Source: an optimization exercise on an open RTL-to-GDS flow (aim: small area and a short achievable clock period). Production flows keep margins and buffers that such runs may drop. No run shown here included a check of the RTL's function; only the layout flow was run.

==> flow/design.v (outline; a module is shown in full before it is edited, if it fits) <==
// module Vedic: 24 lines
// module mul32: 5494 lines
// module fa1: 4 lines
// module ha1: 4 lines
// module hai1: 4 lines
module Vedic(
  input             clk,
  input             rst,
  input      [31:0] A_5,
  input      [31:0] B_5,
  output reg [63:0] Q_REG
);
  // ...
==> flow/flow/run.sh <==
#!/bin/bash
# Standard ORFS layout (the standard.sh), with the resizer's setup
# repair aiming at a slack margin of 8 ns below the 14 ns clock.
set -euo pipefail
bash standard.sh SETUP_SLACK_MARGIN=8 finish > make_finish.log 2>&1
==> flow/standard.sh <==
#!/bin/bash
# synth_recipe.tcl (not shown) runs the flow's synth.tcl, then flattens the netlist and writes it again
# the make line also repeats each setting of config.mk as NAME=value (left out here)
make -C /OpenROAD-flow-scripts/flow DESIGN_CONFIG=/design/flow/config.mk WORK_HOME=/design/flow/orfs CLKGATE_MAP_FILE= SYNTH_SCRIPT=/design/flow/synth_recipe.tcl "${@:-finish}"
==> flow/config.mk <==
export PLATFORM = sky130hd
export DESIGN_NAME = Vedic
export DESIGN_NICKNAME = Vedic
export VERILOG_FILES = /design/flow/design.v
export SDC_FILE = /design/flow/constraint.sdc
export NUM_CORES = 4
export LEC_CHECK = 0
export CAP_MARGIN = 20
export CORE_MARGIN = 2
export CORE_UTILIZATION = 40
export SLEW_MARGIN = 20
export SYNTH_HIERARCHICAL = 1
export SYNTH_MINIMUM_KEEP_SIZE = 0
==> flow/constraint.sdc <==
create_clock -name core_clock -period 14.0 [get_ports {clk}]
set_input_delay 2.8000 -clock core_clock [delete_from_list [all_inputs] [get_ports {clk}]]
set_output_delay 2.8000 -clock core_clock [all_outputs]
set_load 0.01 [all_outputs]
==> impl_metrics.prom, run 1 <==
# TYPE chip_impl_metric gauge
chip_impl_info{name="status",value="complete, no violations"} 1
chip_impl_metric{name="placement.setup.worst_slack",unit="ns"} 6.04
chip_impl_metric{name="setup_tns",unit="ns"} 0
chip_impl_metric{name="grtUsageTotal",unit="%"} 32.0
chip_impl_metric{name="timing.hold.ws",unit="ns"} 0.830
chip_impl_metric{name="use_met2",unit="%"} 47.5
chip_impl_metric{name="clk_latency",unit="ns"} 0.52
chip_impl_metric{name="cts_hold_repair.buffers",unit=""} 0
chip_impl_metric{name="cts_sinks",unit=""} 128
chip_impl_metric{name="xor_xnor_cell_area_share_of_the_yosys_netlist",unit="%"} 1.37
chip_impl_info{name="clockRootBuffer",value="sky130_fd_sc_hd__clkbuf_16"} 1
chip_impl_metric{name="finalCoreUtilization",unit="%"} 52.0
chip_impl_info{name="final_common_cell",value="sky130_fd_sc_hd__nand2_1"} 1
chip_impl_info{name="critical_path.endpoint",value="Q_REG[37]"} 1
chip_impl_metric{name="globalRouteMet3Util",unit="%"} 14.2
chip_impl_metric{name="design.die.area",unit="µm²"} 75700
chip_impl_metric{name="num_tapcells",unit=""} 959
chip_impl_info{name="largest_family_of_logic_cells_by_synthesized_area",value="adder cells"} 1
chip_impl_metric{name="timing.fmax",unit="MHz"} 146
chip_impl_metric{name="detail_route.drc_violations",unit=""} 0
chip_impl_metric{name="wl_met1",unit="mm"} 39.2
==> run 2: changes to the inputs <==
--- a/flow/design.v
+++ b/flow/design.v
@@ -2972,272 +2972,128 @@
 wire G3872;
 wire P3873;
 wire G3874;
 wire P3875;
 wire G3876;
 wire P3877;
 wire G3878;
 wire G3879;
-wire G3880;
-wire P3881;
-wire G3882;
-wire P3883;
-wire G3884;
-wire P3885;
-wire G3886;
-wire P3887;
-wire G3888;
-wire P3889;
-wire G3890;
-wire P3891;
-wire G3892;
-wire P3893;
-wire G3894;
-wire P3895;
-wire G3896;
-wire P3897;
-wire G3898;
-wire P3899;
-wire G3900;
-wire P3901;
-wire G3902;
-wire P3903;
-wire G3904;
-wire P3905;
-wire G3906;
-wire P3907;
-wire G3908;
-wire P3909;
+wire P3880;
+wire G3881;
+wire P3882;
+wire G3883;
+wire P3884;
+wire G3885;
+wire P3886;
+wire G3887;
+wire P3888;
+wire G3889;
+wire P3890;
+wire G3891;
+wire P3892;
+wire G3893;
+wire P3894;
+wire G3895;
+wire P3896;
+wire G3897;
+wire P3898;
+wire G3899;
+wire P3900;
+wire G3901;
+wire P3902;
+wire G3903;
+wire P3904;
+wire G3905;
+wire P3906;
+wire G3907;
+wire P3908;
+wire G3909;
 wire G3910;
 wire P3911;
 wire G3912;
 wire P3913;
 wire G3914;
 wire P3915;
 wire G3916;
 wire P3917;
 wire G3918;
 wire P3919;
 wire G3920;
 wire P3921;
 wire G3922;
 wire P3923;
 wire G3924;
-wire P3925;
-wire G3926;
-wire P3927;
-wire G3928;
-wire P3929;
-wire G3930;
-wire P3931;
+wire G3925;
+wire P3926;
+wire G3927;
+wire P3928;
+wire G3929;
+wire P3930;
+wire G3931;
 wire G3932;
 wire P3933;
 wire G3934;
-wire P3935;
+wire G3935;
 wire G3936;
-wire P3937;
+wire G3937;
 wire G3938;
-wire P3939;
+wire G3939;
 wire G3940;
 wire G3941;
 wire G3942;
 wire G3943;
 wire G3944;
-wire P3945;
+wire G3945;
 wire G3946;
-wire P3947;
+wire G3947;
 wire G3948;
-wire P3949;
+wire G3949;
 wire G3950;
-wire P3951;
+wire G3951;
 wire G3952;
-wire P3953;
+wire G3953;
 wire G3954;
-wire P3955;
+wire G3955;
 wire G3956;
-wire P3957;
+wire G3957;
 wire G3958;
-wire P3959;
+wire G3959;
 wire G3960;
-wire P3961;
+wire G3961;
 wire G3962;
-wire P3963;
+wire G3963;
 wire G3964;
-wire P3965;
+wire G3965;
 wire G3966;
-wire P3967;
+wire G3967;
 wire G3968;
-wire P3969;
+wire G3969;
 wire G3970;
-wire P3971;
+wire G3971;
 wire G3972;
-wire P3973;
+wire G3973;
 wire G3974;
-wire P3975;
+wire G3975;
 wire G3976;
-wire P3977;
+wire G3977;
 wire G3978;
-wire P3979;
+wire G3979;
 wire G3980;
-wire P3981;
+wire G3981;
 wire G3982;
-wire P3983;
+wire G3983;
 wire G3984;
-wire P3985;
+wire G3985;
 wire G3986;
-wire P3987;
+wire G3987;
 wire G3988;
-wire P3989;
+wire G3989;
 wire G3990;
-wire P3991;
-wire G3992;
-wire P3993;
-wire G3994;
-wire P3995;
-wire G3996;
-wire P3997;
-wire G3998;
-wire P3999;
-wire G4000;
-wire G4001;
-wire G4002;
-wire G4003;
-wire G4004;
-wire G4005;
-wire G4006;
-wire G4007;
-wire G4008;
-wire P4009;
-wire G4010;
-wire P4011;
-wire G4012;
-wire P4013;
-wire G4014;
-wire P4015;
-wire G4016;
-wire P4017;
-wire G4018;
-wire P4019;
-wire G4020;
-wire P4021;
-wire G4022;
-wire P4023;
-wire G4024;
-wire P4025;
-wire G4026;
-wire P4027;
-wire G4028;
-wire P4029;
-wire G4030;
-wire P4031;
-wire G4032;
-wire P4033;
-wire G4034;
-wire P4035;
-wire G4036;
-wire P4037;
-wire G4038;
-wire P4039;
-wire G4040;
-wire P4041;
-wire G4042;
-wire P4043;
-wire G4044;
-wire P4045;
-wire G4046;
-wire P4047;
-wire G4048;
-wire P4049;
-wire G4050;
-wire P4051;
-wire G4052;
-wire P4053;
-wire G4054;
-wire P4055;
-wire G4056;
-wire G4057;
-wire G4058;
-wire G4059;
-wire G4060;
-wire G4061;
-wire G4062;
-wire G4063;
-wire G4064;
-wire G4065;
-wire G4066;
-wire G4067;
-wire G4068;
-wire G4069;
-wire G4070;
-wire G4071;
-wire G4072;
-wire P4073;
-wire G4074;
-wire P4075;
-wire G4076;
-wire P4077;
-wire G4078;
-wire P4079;
-wire G4080;
-wire P4081;
-wire G4082;
-wire P4083;
-wire G4084;
-wire P4085;
-wire G4086;
-wire P4087;
-wire G4088;
-wire P4089;
-wire G4090;
-wire P4091;
-wire G4092;
-wire P4093;
-wire G4094;
-wire P4095;
-wire G4096;
-wire P4097;
-wire G4098;
-wire P4099;
-wire G4100;
-wire P4101;
-wire G4102;
-wire P4103;
-wire G4104;
-wire G4105;
-wire G4106;
-wire G4107;
-wire G4108;
-wire G4109;
-wire G4110;
-wire G4111;
-wire G4112;
-wire G4113;
-wire G4114;
-wire G4115;
-wire G4116;
-wire G4117;
-wire G4118;
-wire G4119;
-wire G4120;
-wire G4121;
-wire G4122;
-wire G4123;
-wire G4124;
-wire G4125;
-wire G4126;
-wire G4127;
-wire G4128;
-wire G4129;
-wire G4130;
-wire G4131;
-wire G4132;
-wire G4133;
-wire G4134;
-wire G4135;
+wire G3991;
 assign pp1 = ~(a[0] & b[0]);
 assign pp2 = ~(a[0] & b[1]);
 assign pp3 = ~(a[0] & b[2]);
 assign pp4 = ~(a[0] & b[3]);
 assign pp5 = ~(a[0] & b[4]);
 assign pp6 = ~(a[0] & b[5]);
 assign pp7 = ~(a[0] & b[6]);
 assign pp8 = ~(a[0] & b[7]);
@@ -5251,280 +5107,139 @@
 assign G3870 = g[57] | (pr[57] & g[56]);
 assign P3871 = pr[57] & pr[56];
 assign G3872 = g[59] | (pr[59] & g[58]);
 assign P3873 = pr[59] & pr[58];
 assign G3874 = g[61] | (pr[61] & g[60]);
 assign P3875 = pr[61] & pr[60];
 assign G3876 = g[63] | (pr[63] & g[62]);
 assign P3877 = pr[63] & pr[62];
-assign G3878 = g[2] | (pr[2] & G3815);
-assign G3879 = G3816 | (P3817 & G3815);
-assign G3880 = g[6] | (pr[6] & G3818);
-assign P3881 = pr[6] & P3819;
-assign G3882 = G3820 | (P3821 & G3818);
-assign P3883 = P3821 & P3819;
-assign G3884 = g[10] | (pr[10] & G3822);
-assign P3885 = pr[10] & P3823;
-assign G3886 = G3824 | (P3825 & G3822);
-assign P3887 = P3825 & P3823;
-assign G3888 = g[14] | (pr[14] & G3826);
-assign P3889 = pr[14] & P3827;
-assign G3890 = G3828 | (P3829 & G3826);
-assign P3891 = P3829 & P3827;
-assign G3892 = g[18] | (pr[18] & G3830);
-assign P3893 = pr[18] & P3831;
-assign G3894 = G3832 | (P3833 & G3830);
-assign P3895 = P3833 & P3831;
-assign G3896 = g[22] | (pr[22] & G3834);
-assign P3897 = pr[22] & P3835;
-assign G3898 = G3836 | (P3837 & G3834);
-assign P3899 = P3837 & P3835;
-assign G3900 = g[26] | (pr[26] & G3838);
-assign P3901 = pr[26] & P3839;
-assign G3902 = G3840 | (P3841 & G3838);
-assign P3903 = P3841 & P3839;
-assign G3904 = g[30] | (pr[30] & G3842);
-assign P3905 = pr[30] & P3843;
-assign G3906 = G3844 | (P3845 & G3842);
-assign P3907 = P3845 & P3843;
-assign G3908 = g[34] | (pr[34] & G3846);
-assign P3909 = pr[34] & P3847;
-assign G3910 = G3848 | (P3849 & G3846);
-assign P3911 = P3849 & P3847;
-assign G3912 = g[38] | (pr[38] & G3850);
-assign P3913 = pr[38] & P3851;
-assign G3914 = G3852 | (P3853 & G3850);
-assign P3915 = P3853 & P3851;
-assign G3916 = g[42] | (pr[42] & G3854);
-assign P3917 = pr[42] & P3855;
-assign G3918 = G3856 | (P3857 & G3854);
-assign P3919 = P3857 & P3855;
-assign G3920 = g[46] | (pr[46] & G3858);
-assign P3921 = pr[46] & P3859;
-assign G3922 = G3860 | (P3861 & G3858);
-assign P3923 = P3861 & P3859;
-assign G3924 = g[50] | (pr[50] & G3862);
-assign P3925 = pr[50] & P3863;
-assign G3926 = G3864 | (P3865 & G3862);
-assign P3927 = P3865 & P3863;
-assign G3928 = g[54] | (pr[54] & G3866);
-assign P3929 = pr[54] & P3867;
-assign G3930 = G3868 | (P3869 & G3866);
-assign P3931 = P3869 & P3867;
-assign G3932 = g[58] | (pr[58] & G3870);
-assign P3933 = pr[58] & P3871;
-assign G3934 = G3872 | (P3873 & G3870);
-assign P3935 = P3873 & P3871;
-assign G3936 = g[62] | (pr[62] & G3874);
-assign P3937 = pr[62] & P3875;
-assign G3938 = G3876 | (P3877 & G3874);
-assign P3939 = P3877 & P3875;
-assign G3940 = g[4] | (pr[4] & G3879);
-assign G3941 = G3818 | (P3819 & G3879);
-assign G3942 = G3880 | (P3881 & G3879);
-assign G3943 = G3882 | (P3883 & G3879);
-assign G3944 = g[12] | (pr[12] & G3886);
-assign P3945 = pr[12] & P3887;
-assign G3946 = G3826 | (P3827 & G3886);
-assign P3947 = P3827 & P3887;
-assign G3948 = G3888 | (P3889 & G3886);
-assign P3949 = P3889 & P3887;
-assign G3950 = G3890 | (P3891 & G3886);
-assign P3951 = P3891 & P3887;
-assign G3952 = g[20] | (pr[20] & G3894);
-assign P3953 = pr[20] & P3895;
-assign G3954 = G3834 | (P3835 & G3894);
-assign P3955 = P3835 & P3895;
-assign G3956 = G3896 | (P3897 & G3894);
-assign P3957 = P3897 & P3895;
-assign G3958 = G3898 | (P3899 & G3894);
-assign P3959 = P3899 & P3895;
-assign G3960 = g[28] | (pr[28] & G3902);
-assign P3961 = pr[28] & P3903;
-assign G3962 = G3842 | (P3843 & G3902);
-assign P3963 = P3843 & P3903;
-assign G3964 = G3904 | (P3905 & G3902);
-assign P3965 = P3905 & P3903;
-assign G3966 = G3906 | (P3907 & G3902);
-assign P3967 = P3907 & P3903;
-assign G3968 = g[36] | (pr[36] & G3910);
-assign P3969 = pr[36] & P3911;
-assign G3970 = G3850 | (P3851 & G3910);
-assign P3971 = P3851 & P3911;
-assign G3972 = G3912 | (P3913 & G3910);
-assign P3973 = P3913 & P3911;
-assign G3974 = G3914 | (P3915 & G3910);
-assign P3975 = P3915 & P3911;
-assign G3976 = g[44] | (pr[44] & G3918);
-assign P3977 = pr[44] & P3919;
-assign G3978 = G3858 | (P3859 & G3918);
-assign P3979 = P3859 & P3919;
-assign G3980 = G3920 | (P3921 & G3918);
-assign P3981 = P3921 & P3919;
-assign G3982 = G3922 | (P3923 & G3918);
-assign P3983 = P3923 & P3919;
-assign G3984 = g[52] | (pr[52] & G3926);
-assign P3985 = pr[52] & P3927;
-assign G3986 = G3866 | (P3867 & G3926);
-assign P3987 = P3867 & P3927;
-assign G3988 = G3928 | (P3929 & G3926);
-assign P3989 = P3929 & P3927;
-assign G3990 = G3930 | (P3931 & G3926);
-assign P3991 = P3931 & P3927;
-assign G3992 = g[60] | (pr[60] & G3934);
-assign P3993 = pr[60] & P3935;
-assign G3994 = G3874 | (P3875 & G3934);
-assign P3995 = P3875 & P3935;
-assign G3996 = G3936 | (P3937 & G3934);
-assign P3997 = P3937 & P3935;
-assign G3998 = G3938 | (P3939 & G3934);
-assign P3999 = P3939 & P3935;
-assign G4000 = g[8] | (pr[8] & G3943);
-assign G4001 = G3822 | (P3823 & G3943);
-assign G4002 = G3884 | (P3885 & G3943);
-assign G4003 = G3886 | (P3887 & G3943);
-assign G4004 = G3944 | (P3945 & G3943);
-assign G4005 = G3946 | (P3947 & G3943);
-assign G4006 = G3948 | (P3949 & G3943);
-assign G4007 = G3950 | (P3951 & G3943);
-assign G4008 = g[24] | (pr[24] & G3958);
-assign P4009 = pr[24] & P3959;
-assign G4010 = G3838 | (P3839 & G3958);
-assign P4011 = P3839 & P3959;
-assign G4012 = G3900 | (P3901 & G3958);
-assign P4013 = P3901 & P3959;
-assign G4014 = G3902 | (P3903 & G3958);
-assign P4015 = P3903 & P3959;
-assign G4016 = G3960 | (P3961 & G3958);
-assign P4017 = P3961 & P3959;
-assign G4018 = G3962 | (P3963 & G3958);
-assign P4019 = P3963 & P3959;
-assign G4020 = G3964 | (P3965 & G3958);
-assign P4021 = P3965 & P3959;
-assign G4022 = G3966 | (P3967 & G3958);
-assign P4023 = P3967 & P3959;
-assign G4024 = g[40] | (pr[40] & G3974);
-assign P4025 = pr[40] & P3975;
-assign G4026 = G3854 | (P3855 & G3974);
-assign P4027 = P3855 & P3975;
-assign G4028 = G3916 | (P3917 & G3974);
-assign P4029 = P3917 & P3975;
-assign G4030 = G3918 | (P3919 & G3974);
-assign P4031 = P3919 & P3975;
-assign G4032 = G3976 | (P3977 & G3974);
-assign P4033 = P3977 & P3975;
-assign G4034 = G3978 | (P3979 & G3974);
-assign P4035 = P3979 & P3975;
-assign G4036 = G3980 | (P3981 & G3974);
-assign P4037 = P3981 & P3975;
-assign G4038 = G3982 | (P3983 & G3974);
-assign P4039 = P3983 & P3975;
-assign G4040 = g[56] | (pr[56] & G3990);
-assign P4041 = pr[56] & P3991;
-assign G4042 = G3870 | (P3871 & G3990);
-assign P4043 = P3871 & P3991;
-assign G4044 = G3932 | (P3933 & G3990);
-assign P4045 = P3933 & P3991;
-assign G4046 = G3934 | (P3935 & G3990);
-assign P4047 = P3935 & P3991;
-assign G4048 = G3992 | (P3993 & G3990);
-assign P4049 = P3993 & P3991;
-assign G4050 = G3994 | (P3995 & G3990);
-assign P4051 = P3995 & P3991;
-assign G4052 = G3996 | (P3997 & G3990);
-assign P4053 = P3997 & P3991;
-assign G4054 = G3998 | (P3999 & G3990);
-assign P4055 = P3999 & P3991;
-assign G4056 = g[16] | (pr[16] & G4007);
-assign G4057 = G3830 | (P3831 & G4007);
-assign G4058 = G3892 | (P3893 & G4007);
-assign G4059 = G3894 | (P3895 & G4007);
-assign G4060 = G3952 | (P3953 & G4007);
-assign G4061 = G3954 | (P3955 & G4007);
-assign G4062 = G3956 | (P3957 & G4007);
-assign G4063 = G3958 | (P3959 & G4007);
-assign G4064 = G4008 | (P4009 & G4007);
-assign G4065 = G4010 | (P4011 & G4007);
-assign G4066 = G4012 | (P4013 & G4007);
-assign G4067 = G4014 | (P4015 & G4007);
-assign G4068 = G4016 | (P4017 & G4007);
-assign G4069 = G4018 | (P4019 & G4007);
-assign G4070 = G4020 | (P4021 & G4007);
-assign G4071 = G4022 | (P4023 & G4007);
-assign G4072 = g[48] | (pr[48] & G4038);
-assign P4073 = pr[48] & P4039;
-assign G4074 = G3862 | (P3863 & G4038);
-assign P4075 = P3863 & P4039;
-assign G4076 = G3924 | (P3925 & G4038);
-assign P4077 = P3925 & P4039;
-assign G4078 = G3926 | (P3927 & G4038);
-assign P4079 = P3927 & P4039;
-assign G4080 = G3984 | (P3985 & G4038);
-assign P4081 = P3985 & P4039;
-assign G4082 = G3986 | (P3987 & G4038);
-assign P4083 = P3987 & P4039;
-assign G4084 = G3988 | (P3989 & G4038);
-assign P4085 = P3989 & P4039;
-assign G4086 = G3990 | (P3991 & G4038);
-assign P4087 = P3991 & P4039;
-assign G4088 = G4040 | (P4041 & G4038);
-assign P4089 = P4041 & P4039;
-assign G4090 = G4042 | (P4043 & G4038);
-assign P4091 = P4043 & P4039;
-assign G4092 = G4044 | (P4045 & G4038);
-assign P4093 = P4045 & P4039;
-assign G4094 = G4046 | (P4047 & G4038);
-assign P4095 = P4047 & P4039;
-assign G4096 = G4048 | (P4049 & G4038);
-assign P4097 = P4049 & P4039;
-assign G4098 = G4050 | (P4051 & G4038);
-assign P4099 = P4051 & P4039;
-assign G4100 = G4052 | (P4053 & G4038);
-assign P4101 = P4053 & P4039;
-assign G4102 = G4054 | (P4055 & G4038);
-assign P4103 = P4055 & P4039;
-assign G4104 = g[32] | (pr[32] & G4071);
-assign G4105 = G3846 | (P3847 & G4071);
-assign G4106 = G3908 | (P3909 & G4071);
-assign G4107 = G3910 | (P3911 & G4071);
-assign G4108 = G3968 | (P3969 & G4071);
-assign G4109 = G3970 | (P3971 & G4071);
-assign G4110 = G3972 | (P3973 & G4071);
-assign G4111 = G3974 | (P3975 & G4071);
-assign G4112 = G4024 | (P4025 & G4071);
-assign G4113 = G4026 | (P4027 & G4071);
-assign G4114 = G4028 | (P4029 & G4071);
-assign G4115 = G4030 | (P4031 & G4071);
-assign G4116 = G4032 | (P4033 & G4071);
-assign G4117 = G4034 | (P4035 & G4071);
-assign G4118 = G4036 | (P4037 & G4071);
-assign G4119 = G4038 | (P4039 & G4071);
-assign G4120 = G4072 | (P4073 & G4071);
-assign G4121 = G4074 | (P4075 & G4071);
-assign G4122 = G4076 | (P4077 & G4071);
-assign G4123 = G4078 | (P4079 & G4071);
-assign G4124 = G4080 | (P4081 & G4071);
-assign G4125 = G4082 | (P4083 & G4071);
-assign G4126 = G4084 | (P4085 & G4071);
-assign G4127 = G4086 | (P4087 & G4071);
-assign G4128 = G4088 | (P4089 & G4071);
-assign G4129 = G4090 | (P4091 & G4071);
-assign G4130 = G4092 | (P4093 & G4071);
-assign G4131 = G4094 | (P4095 & G4071);
-assign G4132 = G4096 | (P4097 & G4071);
-assign G4133 = G4098 | (P4099 & G4071);
-assign G4134 = G4100 | (P4101 & G4071);
-assign G4135 = G4102 | (P4103 & G4071);
-assign Q = {~(pr[63] ^ G4134), ~(pr[62] ^ G4133), ~(pr[61] ^ G4132), ~(pr[60] ^ G4131), ~(pr[59] ^ G4130), ~(pr[58] ^ G4129), ~(pr[57] ^ G4128), ~(pr[56] ^ G4127), ~(pr[55] ^ G4126), ~(pr[54] ^ G4125), ~(pr[53] ^ G4124), ~(pr[52] ^ G4123), ~(pr[51] ^ G4122), ~(pr[50] ^ G4121), ~(pr[49] ^ G4120), ~(pr[48] ^ G4119), ~(pr[47] ^ G4118), ~(pr[46] ^ G4117), ~(pr[45] ^ G4116), ~(pr[44] ^ G4115), ~(pr[43] ^ G4114), ~(pr[42] ^ G4113), ~(pr[41] ^ G4112), ~(pr[40] ^ G4111), ~(pr[39] ^ G4110), ~(pr[38] ^ G4109), ~(pr[37] ^ G4108), ~(pr[36] ^ G4107), ~(pr[35] ^ G4106), ~(pr[34] ^ G4105), ~(pr[33] ^ G4104), ~(pr[32] ^ G4071), ~(pr[31] ^ G4070), ~(pr[30] ^ G4069), ~(pr[29] ^ G4068), ~(pr[28] ^ G4067), ~(pr[27] ^ G4066), ~(pr[26] ^ G4065), ~(pr[25] ^ G4064), ~(pr[24] ^ G4063), ~(pr[23] ^ G4062), ~(pr[22] ^ G4061), ~(pr[21] ^ G4060), ~(pr[20] ^ G4059), ~(pr[19] ^ G4058), ~(pr[18] ^ G4057), ~(pr[17] ^ G4056), ~(pr[16] ^ G4007), ~(pr[15] ^ G4006), ~(pr[14] ^ G4005), ~(pr[13] ^ G4004), ~(pr[12] ^ G4003), ~(pr[11] ^ G4002), ~(pr[10] ^ G4001), ~(pr[9] ^ G4000), ~(pr[8] ^ G3943), ~(pr[7] ^ G3942), ~(pr[6] ^ G3941), ~(pr[5] ^ G3940), ~(pr[4] ^ G3879), ~(pr[3] ^ G3878), ~(pr[2] ^ G3815), ~(pr[1] ^ (X[0] | Y[0])), pr[0]};
+assign G3878 = G3816 | (P3817 & G3815);
+assign G3879 = G3820 | (P3821 & G3818);
+assign P3880 = P3821 & P3819;
+assign G3881 = G3824 | (P3825 & G3822);
+assign P3882 = P3825 & P3823;
+assign G3883 = G3828 | (P3829 & G3826);
+assign P3884 = P3829 & P3827;
+assign G3885 = G3832 | (P3833 & G3830);
+assign P3886 = P3833 & P3831;
+assign G3887 = G3836 | (P3837 & G3834);
+assign P3888 = P3837 & P3835;
+assign G3889 = G3840 | (P3841 & G3838);
+assign P3890 = P3841 & P3839;
+assign G3891 = G3844 | (P3845 & G3842);
+assign P3892 = P3845 & P3843;
+assign G3893 = G3848 | (P3849 & G3846);
+assign P3894 = P3849 & P3847;
+assign G3895 = G3852 | (P3853 & G3850);
+assign P3896 = P3853 & P3851;
+assign G3897 = G3856 | (P3857 & G3854);
+assign P3898 = P3857 & P3855;
+assign G3899 = G3860 | (P3861 & G3858);
+assign P3900 = P3861 & P3859;
+assign G3901 = G3864 | (P3865 & G3862);
+assign P3902 = P3865 & P3863;
+assign G3903 = G3868 | (P3869 & G3866);
+assign P3904 = P3869 & P3867;
+assign G3905 = G3872 | (P3873 & G3870);
+assign P3906 = P3873 & P3871;
+assign G3907 = G3876 | (P3877 & G3874);
+assign P3908 = P3877 & P3875;
+assign G3909 = G3879 | (P3880 & G3878);
+assign G3910 = G3883 | (P3884 & G3881);
+assign P3911 = P3884 & P3882;
+assign G3912 = G3887 | (P3888 & G3885);
+assign P3913 = P3888 & P3886;
+assign G3914 = G3891 | (P3892 & G3889);
+assign P3915 = P3892 & P3890;
+assign G3916 = G3895 | (P3896 & G3893);
+assign P3917 = P3896 & P3894;
+assign G3918 = G3899 | (P3900 & G3897);
+assign P3919 = P3900 & P3898;
+assign G3920 = G3903 | (P3904 & G3901);
+assign P3921 = P3904 & P3902;
+assign G3922 = G3907 | (P3908 & G3905);
+assign P3923 = P3908 & P3906;
+assign G3924 = G3910 | (P3911 & G3909);
+assign G3925 = G3914 | (P3915 & G3912);
+assign P3926 = P3915 & P3913;
+assign G3927 = G3918 | (P3919 & G3916);
+assign P3928 = P3919 & P3917;
+assign G3929 = G3922 | (P3923 & G3920);
+assign P3930 = P3923 & P3921;
+assign G3931 = G3925 | (P3926 & G3924);
+assign G3932 = G3929 | (P3930 & G3927);
+assign P3933 = P3930 & P3928;
+assign G3934 = G3932 | (P3933 & G3931);
+assign G3935 = G3927 | (P3928 & G3931);
+assign G3936 = G3912 | (P3913 & G3924);
+assign G3937 = G3916 | (P3917 & G3931);
+assign G3938 = G3920 | (P3921 & G3935);
+assign G3939 = G3881 | (P3882 & G3909);
+assign G3940 = G3885 | (P3886 & G3924);
+assign G3941 = G3889 | (P3890 & G3936);
+assign G3942 = G3893 | (P3894 & G3931);
+assign G3943 = G3897 | (P3898 & G3937);
+assign G3944 = G3901 | (P3902 & G3935);
+assign G3945 = G3905 | (P3906 & G3938);
+assign G3946 = G3818 | (P3819 & G3878);
+assign G3947 = G3822 | (P3823 & G3909);
+assign G3948 = G3826 | (P3827 & G3939);
+assign G3949 = G3830 | (P3831 & G3924);
+assign G3950 = G3834 | (P3835 & G3940);
+assign G3951 = G3838 | (P3839 & G3936);
+assign G3952 = G3842 | (P3843 & G3941);
+assign G3953 = G3846 | (P3847 & G3931);
+assign G3954 = G3850 | (P3851 & G3942);
+assign G3955 = G3854 | (P3855 & G3937);
+assign G3956 = G3858 | (P3859 & G3943);
+assign G3957 = G3862 | (P3863 & G3935);
+assign G3958 = G3866 | (P3867 & G3944);
+assign G3959 = G3870 | (P3871 & G3938);
+assign G3960 = G3874 | (P3875 & G3945);
+assign G3961 = g[2] | (pr[2] & G3815);
+assign G3962 = g[4] | (pr[4] & G3878);
+assign G3963 = g[6] | (pr[6] & G3946);
+assign G3964 = g[8] | (pr[8] & G3909);
+assign G3965 = g[10] | (pr[10] & G3947);
+assign G3966 = g[12] | (pr[12] & G3939);
+assign G3967 = g[14] | (pr[14] & G3948);
+assign G3968 = g[16] | (pr[16] & G3924);
+assign G3969 = g[18] | (pr[18] & G3949);
+assign G3970 = g[20] | (pr[20] & G3940);
+assign G3971 = g[22] | (pr[22] & G3950);
+assign G3972 = g[24] | (pr[24] & G3936);
+assign G3973 = g[26] | (pr[26] & G3951);
+assign G3974 = g[28] | (pr[28] & G3941);
+assign G3975 = g[30] | (pr[30] & G3952);
+assign G3976 = g[32] | (pr[32] & G3931);
+assign G3977 = g[34] | (pr[34] & G3953);
+assign G3978 = g[36] | (pr[36] & G3942);
+assign G3979 = g[38] | (pr[38] & G3954);
+assign G3980 = g[40] | (pr[40] & G3937);
+assign G3981 = g[42] | (pr[42] & G3955);
+assign G3982 = g[44] | (pr[44] & G3943);
+assign G3983 = g[46] | (pr[46] & G3956);
+assign G3984 = g[48] | (pr[48] & G3935);
+assign G3985 = g[50] | (pr[50] & G3957);
+assign G3986 = g[52] | (pr[52] & G3944);
+assign G3987 = g[54] | (pr[54] & G3958);
+assign G3988 = g[56] | (pr[56] & G3938);
+assign G3989 = g[58] | (pr[58] & G3959);
+assign G3990 = g[60] | (pr[60] & G3945);
+assign G3991 = g[62] | (pr[62] & G3960);
+assign Q = {~(pr[63] ^ G3991), ~(pr[62] ^ G3960), ~(pr[61] ^ G3990), ~(pr[60] ^ G3945), ~(pr[59] ^ G3989), ~(pr[58] ^ G3959), ~(pr[57] ^ G3988), ~(pr[56] ^ G3938), ~(pr[55] ^ G3987), ~(pr[54] ^ G3958), ~(pr[53] ^ G3986), ~(pr[52] ^ G3944), ~(pr[51] ^ G3985), ~(pr[50] ^ G3957), ~(pr[49] ^ G3984), ~(pr[48] ^ G3935), ~(pr[47] ^ G3983), ~(pr[46] ^ G3956), ~(pr[45] ^ G3982), ~(pr[44] ^ G3943), ~(pr[43] ^ G3981), ~(pr[42] ^ G3955), ~(pr[41] ^ G3980), ~(pr[40] ^ G3937), ~(pr[39] ^ G3979), ~(pr[38] ^ G3954), ~(pr[37] ^ G3978), ~(pr[36] ^ G3942), ~(pr[35] ^ G3977), ~(pr[34] ^ G3953), ~(pr[33] ^ G3976), ~(pr[32] ^ G3931), ~(pr[31] ^ G3975), ~(pr[30] ^ G3952), ~(pr[29] ^ G3974), ~(pr[28] ^ G3941), ~(pr[27] ^ G3973), ~(pr[26] ^ G3951), ~(pr[25] ^ G3972), ~(pr[24] ^ G3936), ~(pr[23] ^ G3971), ~(pr[22] ^ G3950), ~(pr[21] ^ G3970), ~(pr[20] ^ G3940), ~(pr[19] ^ G3969), ~(pr[18] ^ G3949), ~(pr[17] ^ G3968), ~(pr[16] ^ G3924), ~(pr[15] ^ G3967), ~(pr[14] ^ G3948), ~(pr[13] ^ G3966), ~(pr[12] ^ G3939), ~(pr[11] ^ G3965), ~(pr[10] ^ G3947), ~(pr[9] ^ G3964), ~(pr[8] ^ G3909), ~(pr[7] ^ G3963), ~(pr[6] ^ G3946), ~(pr[5] ^ G3962), ~(pr[4] ^ G3878), ~(pr[3] ^ G3961), ~(pr[2] ^ G3815), ~(pr[1] ^ (X[0] | Y[0])), pr[0]};
 endmodule
 module fa1(input a, input b, input ci, output s, output co);
 assign s = a ^ b ^ ci;
 assign co = (a & b) | (a & ci) | (b & ci);
 endmodule
 module ha1(input a, input b, output s, output co);
 assign s = a ^ b;
 assign co = a & b;
 endmodule
+module bsel(input one, input two, input neg, input x1, input x0, output p);
+assign p = ((one & x1) | (two & x0)) ^ neg;
+endmodule
 module hai1(input a, input b, output s, output co);
 assign s = ~(a ^ b);
 assign co = a | b;
 endmodule
==> flow/run.sh (new file) <==
#!/bin/bash
# synth_recipe.tcl (not shown) runs the flow's synth.tcl, then flattens the netlist and writes it again
# the make line also repeats each setting of config.mk as NAME=value (left out here)
make -C /OpenROAD-flow-scripts/flow DESIGN_CONFIG=/design/flow/config.mk WORK_HOME=/design/flow/orfs CLKGATE_MAP_FILE= SYNTH_SCRIPT=/design/flow/synth_recipe.tcl finish
removed: flow/flow/run.sh
removed: flow/standard.sh
==> run 2 against run 1 <==
  * Clock-buffer cell count is 3 lower
  * Non-clock buffer count is 312 lower
  * Flip-flop and latch count stayed put
  * Clock skew hardly changed
  * Routed wire length is 19% lower
  * Via count is 14% lower
  * Cell count is 8.7% lower
  * Area after synthesis is 0.24% lower
  * Design area is 15% lower
  * Hold slack better by 0.046 ns
  * Critical path type unchanged
==> impl_metrics.prom, run 2 <==
# TYPE chip_impl_metric gauge
chip_impl_metric{name="synth_sequential_area_ratio",unit="%"} 10.9
chip_impl_metric{name="worst_ep_arrival",unit="ns"} 8.54
chip_impl_metric{name="ctsHtreeMaxLevel",unit=""} 4
chip_impl_metric{name="gr-total-overflow",unit=""} 0
chip_impl_info{name="timing.critical_path.to_type",value="register"} 1
chip_impl_info{name="status",value="complete, no violations"} 1
chip_impl_metric{name="flow.area_growth_from_synthesis",unit="%"} 9.39
chip_impl_metric{name="place.detailed.hpwl",unit="mm"} 65.6
chip_impl_info{name="synth_top_cells_by_count",value="1,044 x sky130_fd_sc_hd__nand2_1, 930 x sky130_fd_sc_hd__fa_1, 192 x sky130_fd_sc_hd__clkbuf_1"} 1
chip_impl_metric{name="antenna_violating_nets_post_route",unit=""} 0
chip_impl_metric{name="setup_viol",unit=""} 0
chip_impl_info{name="path_class",value="reg -> reg"} 1
chip_impl_metric{name="cts_hold_repair.buffers",unit=""} 0
chip_impl_metric{name="cp.required",unit="ns"} 14.45
chip_impl_metric{name="syn_inst_count",unit=""} 2719
chip_impl_metric{name="number_of_enable_type_register_cells_in_the_synthesized_netlist",unit=""} 0
chip_impl_info{name="path_cells",value="buf_4 > nand2_1 > fa_1 > fa_1 > fa_1 > fa_1 > fa_1 > fa_1 > fa_1 > fa_1 > ha_1 > nand2_1 > nor3_1 > nand3_1 > inv_1 > o211ai_1 > a31oi_1 > nor4_1 > o31ai_1 > fa_1 > inv_1"} 1
chip_impl_info{name="tritoncts",value="built"} 1
chip_impl_metric{name="initial_core_util",unit="%"} 40.3
chip_impl_metric{name="synth-compound-area-share",unit="%"} 1.87
chip_impl_metric{name="critical_path_peak_fanout",unit=""} 17
chip_impl_info{name="synth_area_leaders",value="sky130_fd_sc_hd__fa_1 63%, sky130_fd_sc_hd__nand2_1 13%, sky130_fd_sc_hd__dfrtp_1 11%"} 1
chip_impl_metric{name="fin_ws",unit="ns"} 5.92
chip_impl_metric{name="hold_violations",unit=""} 0
chip_impl_metric{name="grt_pass1_wl",unit="mm"} 149
chip_impl_metric{name="placement.setup.worst_slack",unit="ns"} 6.09
chip_impl_metric{name="grtUsageTotal",unit="%"} 26.8
chip_impl_info{name="library_cell_appearing_most_often_on_the_critical_path",value="sky130_fd_sc_hd__fa_1"} 1
chip_impl_metric{name="synth_area",unit="µm²"} 29300
chip_impl_metric{name="timing.fmax",unit="MHz"} 124
chip_impl_metric{name="largest_net_degree_at_the_start_of_global_routing",unit=""} 75
chip_impl_metric{name="rows",unit=""} 99
chip_impl_metric{name="clk_latency",unit="ns"} 0.52
chip_impl_metric{name="final_max_slew_viol_count",unit=""} 0
chip_impl_metric{name="synth.ff_latch_count",unit=""} 128
chip_impl_metric{name="setup_tns",unit="ns"} 0
chip_impl_metric{name="routed-via-count",unit=""} 21100
chip_impl_metric{name="finalCoreUtilization",unit="%"} 44.0
chip_impl_metric{name="detail_route.drc_violations",unit=""} 0
chip_impl_metric{name="yosys_warnings",unit=""} 7
chip_impl_info{name="commonest_cells_after_routing_fill_and_taps_aside",value="1,044 x sky130_fd_sc_hd__nand2_1, 930 x sky130_fd_sc_hd__fa_1, 181 x sky130_fd_sc_hd__inv_1"} 1
chip_impl_metric{name="max_stage_delay",unit="ns"} 0.88
chip_impl_metric{name="ys_async_sr_fraction",unit="%"} 100
chip_impl_metric{name="route.detailed.vias_per_inst",unit=""} 5.71
chip_impl_metric{name="transition_time_of_the_tightest_slew_check_pin",unit="ns"} 1.15
chip_impl_metric{name="synth_largest_type_area_fraction",unit="%"} 63.5
chip_impl_metric{name="cap_viol_max_count",unit=""} 0
chip_impl_metric{name="final_nets",unit=""} 3810
chip_impl_info{name="yosys_most_used_dff",value="sky130_fd_sc_hd__dfrtp_1"} 1
chip_impl_metric{name="gp_congestion",unit=""} 0.915
chip_impl_metric{name="postRouteWirelength",unit="mm"} 96.4
chip_impl_metric{name="cts_made_buffers",unit=""} 17
chip_impl_metric{name="cts_sinks",unit=""} 128
chip_impl_metric{name="period_share",unit="%"} 57.7
chip_impl_metric{name="critical_path_buf_inv_count",unit=""} 3
chip_impl_metric{name="fin_crit",unit="ns"} 8.08
chip_impl_info{name="grt_setup_unrepaired",value="no"} 1
chip_impl_info{name="clockRootBuffer",value="sky130_fd_sc_hd__clkbuf_16"} 1
chip_impl_info{name="largest_family_of_logic_cells_by_synthesized_area",value="adder cells"} 1
chip_impl_metric{name="first_pass_iters",unit=""} 6
chip_impl_info{name="critical-path-slowest-cell",value="sky130_fd_sc_hd__nor3_1"} 1
chip_impl_metric{name="grt_antenna_before_repair",unit=""} 0
chip_impl_info{name="final_common_cell",value="sky130_fd_sc_hd__nand2_1"} 1
chip_impl_info{name="post-synth-top-area-cell",value="sky130_fd_sc_hd__fa_1"} 1
chip_impl_metric{name="synth_simple_gate_area_share",unit="%"} 14.1
chip_impl_metric{name="chipWidth",unit="µm"} 275
chip_impl_metric{name="first_global_vias",unit=""} 24900
chip_impl_metric{name="syn_area_per_cell",unit="µm²"} 10.8
chip_impl_metric{name="syn_nets",unit=""} 3807
chip_impl_metric{name="detail_route.iter0.violations",unit=""} 2073
chip_impl_info{name="timing.hold.worst.class",value="reg -> reg"} 1
chip_impl_metric{name="placeableCoreArea",unit="µm²"} 72800
chip_impl_metric{name="yosys-mux-area-fraction",unit="%"} 0
chip_impl_metric{name="xor_xnor_cell_area_share_of_the_yosys_netlist",unit="%"} 0.896
chip_impl_metric{name="n_antenna_cell",unit=""} 0
chip_impl_metric{name="timing.max_slew.rel_slack",unit="%"} 22.8
chip_impl_metric{name="io_pins",unit=""} 130
chip_impl_metric{name="post_cts_resized",unit=""} 0
chip_impl_metric{name="cts_buffer_depth",unit=""} 2
chip_impl_metric{name="clk_transition_reported_paths",unit="ns"} 0.09
chip_impl_metric{name="design.die.area",unit="µm²"} 75500
chip_impl_info{name="crit_path_start_kind",value="register"} 1
chip_impl_metric{name="route.detailed.wl_per_inst",unit="µm"} 26.1
chip_impl_metric{name="portBuffers",unit=""} 129
chip_impl_metric{name="chip_height",unit="µm"} 275
chip_impl_info{name="worst_path_dominant_cell_family",value="adder cells"} 1
chip_impl_metric{name="worst_clock_skew",unit="ns"} 0.0267
chip_impl_metric{name="netlist-cell-type-count",unit=""} 42
chip_impl_metric{name="largest_register_ff_count",unit=""} 64
chip_impl_metric{name="layout-drive-gt1-share",unit="%"} 4.24
chip_impl_metric{name="synth-adder-area-share",unit="%"} 67.4
chip_impl_metric{name="post-cts-setup-buffers",unit=""} 0
chip_impl_info{name="most_frequent_cell_after_synthesis",value="sky130_fd_sc_hd__nand2_1"} 1
run 2: cell types whose count changed after synthesis, moves of 5 or more:
cell	change
sky130_fd_sc_hd__xnor2_1	-11
sky130_fd_sc_hd__o21a_1	-5
sky130_fd_sc_hd__a21boi_0	-5
sky130_fd_sc_hd__nand3_1	-12
sky130_fd_sc_hd__a21o_1	-5
sky130_fd_sc_hd__nor3_1	-9
sky130_fd_sc_hd__or2_2	-7
sky130_fd_sc_hd__inv_1	+40
sky130_fd_sc_hd__fa_1	+26
sky130_fd_sc_hd__nand2_1	-9
run 2: cell type report:
class | instances | area, µm²
flip-flops and latches | 128 | 3230
inverters | 181 | 679
well taps | 959 | 1200
clock inverters | 15 | 169
fillers | 6744 | 40800
clock buffers | 17 | 425
multi-input cells | 2218 | 24700
repair buffers | 176 | 1650
run 2: worst register-to-register path, cell delays in order, from the launching register on:
cell	delay (ns)
sky130_fd_sc_hd__dfrtp_1	0.78
sky130_fd_sc_hd__buf_4	0.39
sky130_fd_sc_hd__nand2_1	0.12
sky130_fd_sc_hd__fa_1	0.44
sky130_fd_sc_hd__fa_1	0.46
sky130_fd_sc_hd__fa_1	0.46
sky130_fd_sc_hd__fa_1	0.52
sky130_fd_sc_hd__fa_1	0.43
sky130_fd_sc_hd__fa_1	0.39
sky130_fd_sc_hd__fa_1	0.51
sky130_fd_sc_hd__fa_1	0.44
sky130_fd_sc_hd__ha_1	0.38
sky130_fd_sc_hd__nand2_1	0.10
sky130_fd_sc_hd__nor3_1	0.88
sky130_fd_sc_hd__nand3_1	0.19
sky130_fd_sc_hd__inv_1	0.13
sky130_fd_sc_hd__o211ai_1	0.11
sky130_fd_sc_hd__a31oi_1	0.31
sky130_fd_sc_hd__nor4_1	0.11
sky130_fd_sc_hd__o31ai_1	0.33
sky130_fd_sc_hd__fa_1	0.46
sky130_fd_sc_hd__inv_1	0.06
run 2: worst paths after layout:
kind                         endpoint  startpoint  depth (start not counted)  slack, ns
setup / recovery            Q_REG[62]  A_5_reg[8]                         21       5.92
hold / removal               Q_REG[0]  A_5_reg[0]                          2       0.88
setup reg to reg            Q_REG[62]  A_5_reg[8]                         21       5.92
hold reg to reg              Q_REG[0]  A_5_reg[0]                          2       0.88
max in group asynchronous  B_5_reg[7]         rst                          2      10.29
min in group asynchronous   Q_REG[32]         rst                          1       2.29
run 2: logic make-up (layout without fill, tap and decap cells):
logic type,after synthesis,in the layout
DFF,128,128
buffers and inverters,373,389
xor gates and xnor gates,30,30
AOI/OAI and AO/OA,83,83
adders and majority gates,1022,1022
and+or+nand+nor,1083,1083
run 2: Yosys stat by module, one instance, submodules excluded:
module | cells | flip-flops and latches | times used
Vedic | 128 | 128 | 1
hai1 | 5 | 0 | 31
fa1 | 1 | 0 | 899
mul32 | 1537 | 0 | 1
run 2: per-stage QoR:
step	instance area [µm²]	hold slack, ns	instances
floorplan	29300	0.507	2719
global placement	31500	0.872	3662
detailed placement	31500	0.865	3662
CTS	32100	0.874	3694
global route	32100	0.901	3694
finish	32100	0.876	3694
run 2: layer usage:
metal | vias to the layer above | wire length (µm) | track usage [%]
li1 | 8034 | - | -
met1 | 11200 | 34600 | 33.7
met2 | 1555 | 45800 | 43.1
met3 | 296 | 11400 | 7.79
met4 | 0 | 4600 | 12.3
met5 | - | 0 | 0
==> run 3: changes to the inputs <==
==> flow/flow/run.sh (new file) <==
#!/bin/bash
# Standard ORFS layout (the standard.sh); the port buffers are buf_1.
set -euo pipefail
bash standard.sh "BUFFER_PORTS_ARGS=-buffer_cell sky130_fd_sc_hd__buf_1" finish > make_finish.log 2>&1
==> flow/standard.sh (new file) <==
#!/bin/bash
# synth_recipe.tcl (not shown) runs the flow's synth.tcl, then flattens the netlist and writes it again
# the make line also repeats each setting of config.mk as NAME=value (left out here)
make -C /OpenROAD-flow-scripts/flow DESIGN_CONFIG=/design/flow/config.mk WORK_HOME=/design/flow/orfs CLKGATE_MAP_FILE= SYNTH_SCRIPT=/design/flow/synth_recipe.tcl "${@:-finish}"
removed: flow/run.sh
==> run 3 against run 2 <==
  * Design area decreased by 2.6%
  * Die area unchanged
  * Area after synthesis unchanged
  * Still clean on timing, DRC and antenna
  * Routed wire length decreased by 1.7%
  * Largest cell class unchanged
  * Cell count decreased by 0.19%
  * Register-to-register slack improved by 0.03 ns
  * Worst setup slack improved by 0.030 ns
  * Clock-buffer cell count increased by 1
==> impl_metrics.prom, run 3 <==
# TYPE chip_impl_metric gauge
chip_impl_metric{name="final_nets",unit=""} 3803
chip_impl_metric{name="detail_route.iter0.violations",unit=""} 1949
chip_impl_metric{name="syn_nets",unit=""} 3807
chip_impl_info{name="worst_path_dominant_cell_family",value="adder cells"} 1
chip_impl_metric{name="first_global_vias",unit=""} 24800
chip_impl_metric{name="fill_cells",unit=""} 6822
chip_impl_metric{name="post-cts-setup-buffers",unit=""} 0
chip_impl_metric{name="detail_route.drc_violations",unit=""} 0
chip_impl_metric{name="ctsHtreeMaxLevel",unit=""} 4
chip_impl_metric{name="netlist-cell-type-count",unit=""} 42
chip_impl_info{name="timing.hold.worst.class",value="reg -> reg"} 1
chip_impl_metric{name="flow.area_growth_from_synthesis",unit="%"} 6.53
chip_impl_metric{name="rows",unit=""} 99
chip_impl_metric{name="route.detailed.vias_per_inst",unit=""} 5.72
chip_impl_metric{name="layout-drive-gt1-share",unit="%"} 4.18
chip_impl_metric{name="cts_buffer_depth",unit=""} 2
chip_impl_metric{name="number_of_enable_type_register_cells_in_the_synthesized_netlist",unit=""} 0
chip_impl_metric{name="cp.required",unit="ns"} 14.39
chip_impl_metric{name="grt_pass1_wl",unit="mm"} 147
chip_impl_metric{name="holdPathStages",unit=""} 2
chip_impl_metric{name="yosys_warnings",unit=""} 7
chip_impl_metric{name="period_share",unit="%"} 57.5
chip_impl_info{name="synth_top_cells_by_count",value="1,044 x sky130_fd_sc_hd__nand2_1, 930 x sky130_fd_sc_hd__fa_1, 192 x sky130_fd_sc_hd__clkbuf_1"} 1
chip_impl_metric{name="finalCoreUtilization",unit="%"} 42.9
chip_impl_info{name="clockRootBuffer",value="sky130_fd_sc_hd__clkbuf_16"} 1
chip_impl_metric{name="antenna_violating_nets_post_route",unit=""} 0
chip_impl_info{name="grt_setup_unrepaired",value="no"} 1
chip_impl_metric{name="largest_net_degree_at_the_start_of_global_routing",unit=""} 58
chip_impl_metric{name="route.detailed.wl_per_inst",unit="µm"} 25.7
chip_impl_metric{name="post_cts_resized",unit=""} 0
chip_impl_metric{name="setup_tns",unit="ns"} 0
chip_impl_metric{name="critical_path_buf_inv_count",unit=""} 3
chip_impl_info{name="synth_area_leaders",value="sky130_fd_sc_hd__fa_1 63%, sky130_fd_sc_hd__nand2_1 13%, sky130_fd_sc_hd__dfrtp_1 11%"} 1
chip_impl_metric{name="n_antenna_cell",unit=""} 0
chip_impl_metric{name="synth_largest_type_area_fraction",unit="%"} 63.5
chip_impl_metric{name="grtUsageTotal",unit="%"} 26.4
chip_impl_info{name="commonest_cells_after_routing_fill_and_taps_aside",value="1,044 x sky130_fd_sc_hd__nand2_1, 930 x sky130_fd_sc_hd__fa_1, 181 x sky130_fd_sc_hd__inv_1"} 1
chip_impl_info{name="path_cells",value="buf_4 > nand2_1 > inv_1 > ha_1 > inv_1 > fa_1 > fa_1 > fa_1 > fa_1 > fa_1 > fa_1 > fa_1 > ha_1 > a21oi_1 > nor2_1 > o211ai_1 > nand4b_1 > a21oi_1 > a31oi_1 > nor4_1 > nor2_1 > fa_1 > xnor2_1"} 1
chip_impl_info{name="crit_path_start_kind",value="register"} 1
chip_impl_metric{name="cts_hold_repair.buffers",unit=""} 0
chip_impl_info{name="tritoncts",value="built"} 1
chip_impl_metric{name="chipWidth",unit="µm"} 275
chip_impl_metric{name="largest_register_ff_count",unit=""} 64
chip_impl_metric{name="final_max_slew_viol_count",unit=""} 0
chip_impl_info{name="timing.critical_path.to_type",value="register"} 1
chip_impl_info{name="final_common_cell",value="sky130_fd_sc_hd__nand2_1"} 1
chip_impl_metric{name="timing.max_slew.rel_slack",unit="%"} 28.6
chip_impl_metric{name="syn_area_per_cell",unit="µm²"} 10.8
chip_impl_metric{name="synth_sequential_area_ratio",unit="%"} 10.9
chip_impl_metric{name="cp_num_cells",unit=""} 23
chip_impl_metric{name="gr-total-overflow",unit=""} 0
chip_impl_metric{name="setup_viol",unit=""} 0
chip_impl_metric{name="clk_latency",unit="ns"} 0.52
chip_impl_metric{name="r2r_setup_slk",unit="ns"} 5.95
chip_impl_metric{name="timing.fmax",unit="MHz"} 124
chip_impl_metric{name="cts_made_buffers",unit=""} 17
chip_impl_metric{name="transition_time_of_the_tightest_slew_check_pin",unit="ns"} 1.07
chip_impl_metric{name="chip_height",unit="µm"} 275
chip_impl_metric{name="critical_path_peak_fanout",unit=""} 18
chip_impl_metric{name="worst_ep_arrival",unit="ns"} 8.45
chip_impl_metric{name="ys_async_sr_fraction",unit="%"} 100
chip_impl_metric{name="ff_to_ff_path_depth",unit=""} 23
chip_impl_metric{name="max_stage_delay",unit="ns"} 0.82
chip_impl_metric{name="gp_congestion",unit=""} 0.894
chip_impl_metric{name="synth_area",unit="µm²"} 29300
chip_impl_metric{name="portBuffers",unit=""} 129
chip_impl_metric{name="initial_core_util",unit="%"} 40.3
chip_impl_metric{name="design.die.area",unit="µm²"} 75500
chip_impl_metric{name="hold_violations",unit=""} 0
chip_impl_metric{name="cts_sinks",unit=""} 128
chip_impl_metric{name="place.detailed.hpwl",unit="mm"} 64.3
chip_impl_metric{name="grt_antenna_before_repair",unit=""} 0
chip_impl_info{name="path_class",value="reg -> reg"} 1
chip_impl_info{name="library_cell_appearing_most_often_on_the_critical_path",value="sky130_fd_sc_hd__fa_1"} 1
chip_impl_metric{name="postRouteWirelength",unit="mm"} 94.7
chip_impl_metric{name="synth.ff_latch_count",unit=""} 128
chip_impl_metric{name="first_pass_iters",unit=""} 6
chip_impl_info{name="yosys_most_used_dff",value="sky130_fd_sc_hd__dfrtp_1"} 1
chip_impl_metric{name="io_pins",unit=""} 130
chip_impl_info{name="post-synth-top-area-cell",value="sky130_fd_sc_hd__fa_1"} 1
chip_impl_metric{name="placeableCoreArea",unit="µm²"} 72800
chip_impl_metric{name="syn_inst_count",unit=""} 2719
chip_impl_metric{name="routed-via-count",unit=""} 21100
chip_impl_info{name="most_frequent_cell_after_synthesis",value="sky130_fd_sc_hd__nand2_1"} 1
chip_impl_info{name="status",value="complete, no violations"} 1
chip_impl_metric{name="worst_clock_skew",unit="ns"} 0.0305
chip_impl_metric{name="cap_viol_max_count",unit=""} 0
chip_impl_metric{name="clk_transition_reported_paths",unit="ns"} 0.09
chip_impl_metric{name="fin_crit",unit="ns"} 8.05
chip_impl_info{name="critical-path-slowest-cell",value="sky130_fd_sc_hd__dfrtp_1"} 1
[run 3: cell counts after synthesis]
No cell type changed its count.
[run 3: kinds of logic (layout without fill, tap and decap cells)]
logic type	count (synthesis)	after routing	synth area share [%]
and+or+nand+nor	1083	1083	14.1
adders and majority gates	1022	1022	67.4
buffers and inverters	373	382	4.77
DFF	128	128	10.9
AOI/OAI and AO/OA	83	83	1.87
xor gates and xnor gates	30	30	0.896
[run 3: per-stage QoR]
stage          hold WS, ns  setup slack, ns  instances  area (µm²)
5_1_grt              0.890             5.77       3687       31200
3_3_place_gp         0.856             6.23       3655       30600
4_1_cts              0.870             6.09       3687       31200
3_5_place_dp         0.860             6.13       3655       30600
2_1_floorplan        0.507             7.66       2719       29300
6_report             0.873             5.95       3687       31200
[run 3: final timing paths]
| path | startpoint | endpoint |
|---|---|---|
| worst min-delay path | A_5_reg[0] | Q_REG[0] |
| worst max register to register | A_5_reg[9] | Q_REG[61] |
| max in group asynchronous | rst | B_5_reg[11] |
| worst max-delay path | A_5_reg[9] | Q_REG[61] |
| worst min register to register | A_5_reg[0] | Q_REG[0] |
| min in group asynchronous | rst | Q_REG[33] |
[run 3: tightest hold or removal path, stage by stage (launching register included)]
cell and delay (ns):
sky130_fd_sc_hd__dfrtp_1 0.36, sky130_fd_sc_hd__buf_4 0.27, sky130_fd_sc_hd__and2_1 0.21
[run 3: cell type report]
type / count / area, µm² / share of cell area, %
inverters: 181 / 679 / 2.17
clock buffers: 18 / 439 / 1.41
repair buffers: 169 / 788 / 2.52
flip-flops and latches: 128 / 3240 / 10.4
clock inverters: 14 / 171 / 0.549
well taps: 959 / 1200 / 3.84
multi-input cells: 2218 / 24700 / 79.1
[run 3: per-module statistics from Yosys, one instance, submodules excluded]
module | area (µm²) | flip-flops and latches | times used | cells
Vedic | 3200 | 128 | 1 | 128
hai1 | 27.5 | 0 | 31 | 5
mul32 | 7280 | 0 | 1 | 1537
fa1 | 20.0 | 0 | 899 | 1
[run 3: routing by layer]
metal | share of wire [%] | global-route usage, %
met1 | 36 | 33.6
met2 | 47 | 41.8
met3 | 12 | 7.22
met4 | 5.2 | 13.5
met5 | 0 | 0
==> run 4: changes to the inputs <==
==> flow/flow/run.sh (replaced) <==
#!/bin/bash
# Standard ORFS layout (the standard.sh); the port buffers are buf_1, and
# the resizer's setup repair aims at 7.5 ns of slack on the 14 ns clock,
# working on the worst paths only (TNS_END_PERCENT=0).
set -euo pipefail
bash standard.sh "BUFFER_PORTS_ARGS=-buffer_cell sky130_fd_sc_hd__buf_1" SETUP_SLACK_MARGIN=7.5 TNS_END_PERCENT=0 finish > make_finish.log 2>&1
==> run 4 against run 3 <==
  * Non-clock buffer count is 170 higher
  * First-iteration DRC count is 31% higher
  * Routed wire length up 14%
  * Critical path depth decreased by 2
  * Highest routed layer is now met5
  * Core utilization up 4.7 points
==> impl_metrics.prom, run 4 <==
# TYPE chip_impl_metric gauge
chip_impl_info{name="status",value="complete, no violations"} 1
chip_impl_info{name="most_frequent_cell_after_synthesis",value="sky130_fd_sc_hd__nand2_1"} 1
chip_impl_info{name="path_class",value="reg -> reg"} 1
chip_impl_metric{name="cts_buffer_depth",unit=""} 2
chip_impl_info{name="post-synth-top-area-cell",value="sky130_fd_sc_hd__fa_1"} 1
chip_impl_info{name="clockRootBuffer",value="sky130_fd_sc_hd__clkbuf_16"} 1
chip_impl_metric{name="number_of_enable_type_register_cells_in_the_synthesized_netlist",unit=""} 0
chip_impl_info{name="r2r-end",value="Q_REG[62]"} 1
chip_impl_metric{name="synth-adder-area-share",unit="%"} 67.4
chip_impl_metric{name="setup_viol",unit=""} 0
chip_impl_metric{name="fill_cells",unit=""} 6470
chip_impl_metric{name="max_stage_delay",unit="ns"} 0.57
chip_impl_metric{name="design.die.area",unit="µm²"} 75500
chip_impl_metric{name="final_max_slew_viol_count",unit=""} 0
chip_impl_metric{name="placeableCoreArea",unit="µm²"} 72800
chip_impl_metric{name="total_area_of_sequential_cells",unit="µm²"} 3330
chip_impl_info{name="worst_path_dominant_cell_family",value="adder cells"} 1
chip_impl_metric{name="chip_height",unit="µm"} 275
chip_impl_metric{name="ctsHtreeMaxLevel",unit=""} 4
chip_impl_metric{name="ys_async_sr_fraction",unit="%"} 100
chip_impl_metric{name="io_pins",unit=""} 130
chip_impl_metric{name="fin_crit",unit="ns"} 6.79
chip_impl_metric{name="period_share",unit="%"} 48.5
chip_impl_info{name="hold_path.startpoint",value="B_5_reg[0]"} 1
chip_impl_metric{name="postRouteWirelength",unit="mm"} 108
chip_impl_metric{name="yosys-mux-area-fraction",unit="%"} 0
chip_impl_metric{name="total_area_of_multi_input_combinational_cells",unit="µm²"} 25100
chip_impl_info{name="grt_setup_unrepaired",value="yes"} 1
chip_impl_metric{name="synth_area",unit="µm²"} 29300
chip_impl_metric{name="syn_nets",unit=""} 3807
chip_impl_metric{name="place.detailed.hpwl",unit="mm"} 64.3
chip_impl_info{name="path_cells",value="buf_16 > nand2_1 > fa_1 > fa_1 > fa_1 > fa_1 > fa_1 > fa_1 > fa_1 > ha_1 > nand2_2 > nor2_1 > o211ai_1 > nand4b_1 > buf_4 > a21oi_4 > a31oi_4 > nor4_4 > o31ai_2 > fa_1 > inv_1"} 1
chip_impl_info{name="crit_path_start_kind",value="register"} 1
chip_impl_metric{name="synth_simple_gate_area_share",unit="%"} 14.1
chip_impl_metric{name="critical_path_peak_fanout",unit=""} 15
chip_impl_info{name="timing.hold.worst.class",value="reg -> reg"} 1
chip_impl_metric{name="gp_congestion",unit=""} 0.894
chip_impl_metric{name="chipWidth",unit="µm"} 275
chip_impl_metric{name="final_nets",unit=""} 3973
chip_impl_info{name="final_common_cell",value="sky130_fd_sc_hd__nand2_1"} 1
chip_impl_metric{name="numPlacedInstances",unit=""} 3655
chip_impl_metric{name="synth.ff_latch_count",unit=""} 128
chip_impl_metric{name="setup_tns",unit="ns"} 0
chip_impl_metric{name="timing.fmax",unit="MHz"} 147
chip_impl_metric{name="portBuffers",unit=""} 129
chip_impl_metric{name="instances_no_fill",unit=""} 3858
-- run 4: cell counts after synthesis --
No cell type changed its count.
-- run 4: Yosys stat by module (local to each module, per instance) --
module | cell area, µm² | flops+latches | cells
mul32 | 7280 | 0 | 1537
Vedic | 3200 | 128 | 128
hai1 | 27.5 | 0 | 5
fa1 | 20.0 | 0 | 1
-- run 4: cell type report --
class	count	area share [%]
Multi-Input combinational cell	2218	72.2
Clock inverter	14	0.494
Sequential cell	128	9.60
Timing Repair Buffer	339	11.0
Clock buffer	18	1.27
Tap cell	959	3.46
Antenna cell	1	0.00721
Inverter	181	1.96
-- run 4: worst register-to-register path, stage by stage, from the launching register on --
cell	delay (ns)
sky130_fd_sc_hd__dfrtp_4	0.56
sky130_fd_sc_hd__buf_16	0.21
sky130_fd_sc_hd__nand2_1	0.10
sky130_fd_sc_hd__fa_1	0.57
sky130_fd_sc_hd__fa_1	0.49
sky130_fd_sc_hd__fa_1	0.47
sky130_fd_sc_hd__fa_1	0.52
sky130_fd_sc_hd__fa_1	0.44
sky130_fd_sc_hd__fa_1	0.55
sky130_fd_sc_hd__fa_1	0.48
sky130_fd_sc_hd__ha_1	0.34
sky130_fd_sc_hd__nand2_2	0.12
sky130_fd_sc_hd__nor2_1	0.05
sky130_fd_sc_hd__o211ai_1	0.20
sky130_fd_sc_hd__nand4b_1	0.12
sky130_fd_sc_hd__buf_4	0.19
sky130_fd_sc_hd__a21oi_4	0.21
sky130_fd_sc_hd__a31oi_4	0.17
sky130_fd_sc_hd__nor4_4	0.26
sky130_fd_sc_hd__o31ai_2	0.11
sky130_fd_sc_hd__fa_1	0.48
sky130_fd_sc_hd__inv_1	0.04
-- run 4: per-stage QoR --
step | setup WS [ns]
2_1_floorplan | 7.66
4_1_cts | 7.26
3_3_place_gp | 6.23
3_5_place_dp | 6.13
6_report | 7.21
5_1_grt | 7.06
-- run 4: cell families after synthesis --
family / Yosys count
xor gates and xnor gates: 30
DFF: 128
and+or+nand+nor: 1083
adders and majority gates: 1022
buffers and inverters: 373
AOI/OAI and AO/OA: 83
-- run 4: how the worst max path moves through the flow --
stage | startpoint | end | slack [ns] | depth (start not counted)
finish | B_5_reg[19] | Q_REG[62] | 7.21 | 21
global route | A_5_reg[9] | Q_REG[62] | 7.06 | 24
CTS | A_5_reg[9] | Q_REG[61] | 7.26 | 24
detailed placement | A_5_reg[9] | Q_REG[62] | 6.13 | 23
global placement | B_5_reg[20] | Q_REG[62] | 6.23 | 19
floorplan | A_5_reg[0] | Q_REG[62] | 7.66 | 21
-- run 4: what timing repair did --
item                                    4_1_cts  5_1_grt
endpoints found under the setup margin       40       35
pin swaps                                    17       25
resized for setup                           181       29
cloned                                       16        1
setup buffers                               140       13
-- run 4: per-layer routing --
layer	GRT usage, %	vias to the layer above	part of all wire, %
li1	-	8391	-
met1	35.8	11800	34
met2	46.0	1895	45
met3	11.1	558	14
met4	17.4	14	6.7
met5	0	-	0.086

## separate check: timing with driven ports
The flow's constraints put no driver on any port. The routed layouts listed below were extracted and timed again, unchanged, in two steps. Step 1 assumes that a clkbuf_16 drives the clock port and a buf_2 every other input. Step 2 adds t to the input delays and takes it off the output delays; t is the mean of the earliest and latest rising clock arrival at the registers after step 1. Input paths then give back, and output paths get back, about the clock's delay inside the block. a / b / c = no drivers / after step 1 / after step 2; a / b = the first two.
run	t, ns	setup slack, ns	worst data-port slew with drivers (ns)
run 1	0.570	7.174 / 7.174 / 7.174	0.05
run 2	0.572	5.915 / 5.915 / 5.915	0.04
run 3	0.574	5.945 / 5.945 / 5.945	0.05
run 4	0.577	7.208 / 7.208 / 7.208	0.05
After both steps every run listed still meets setup and hold.
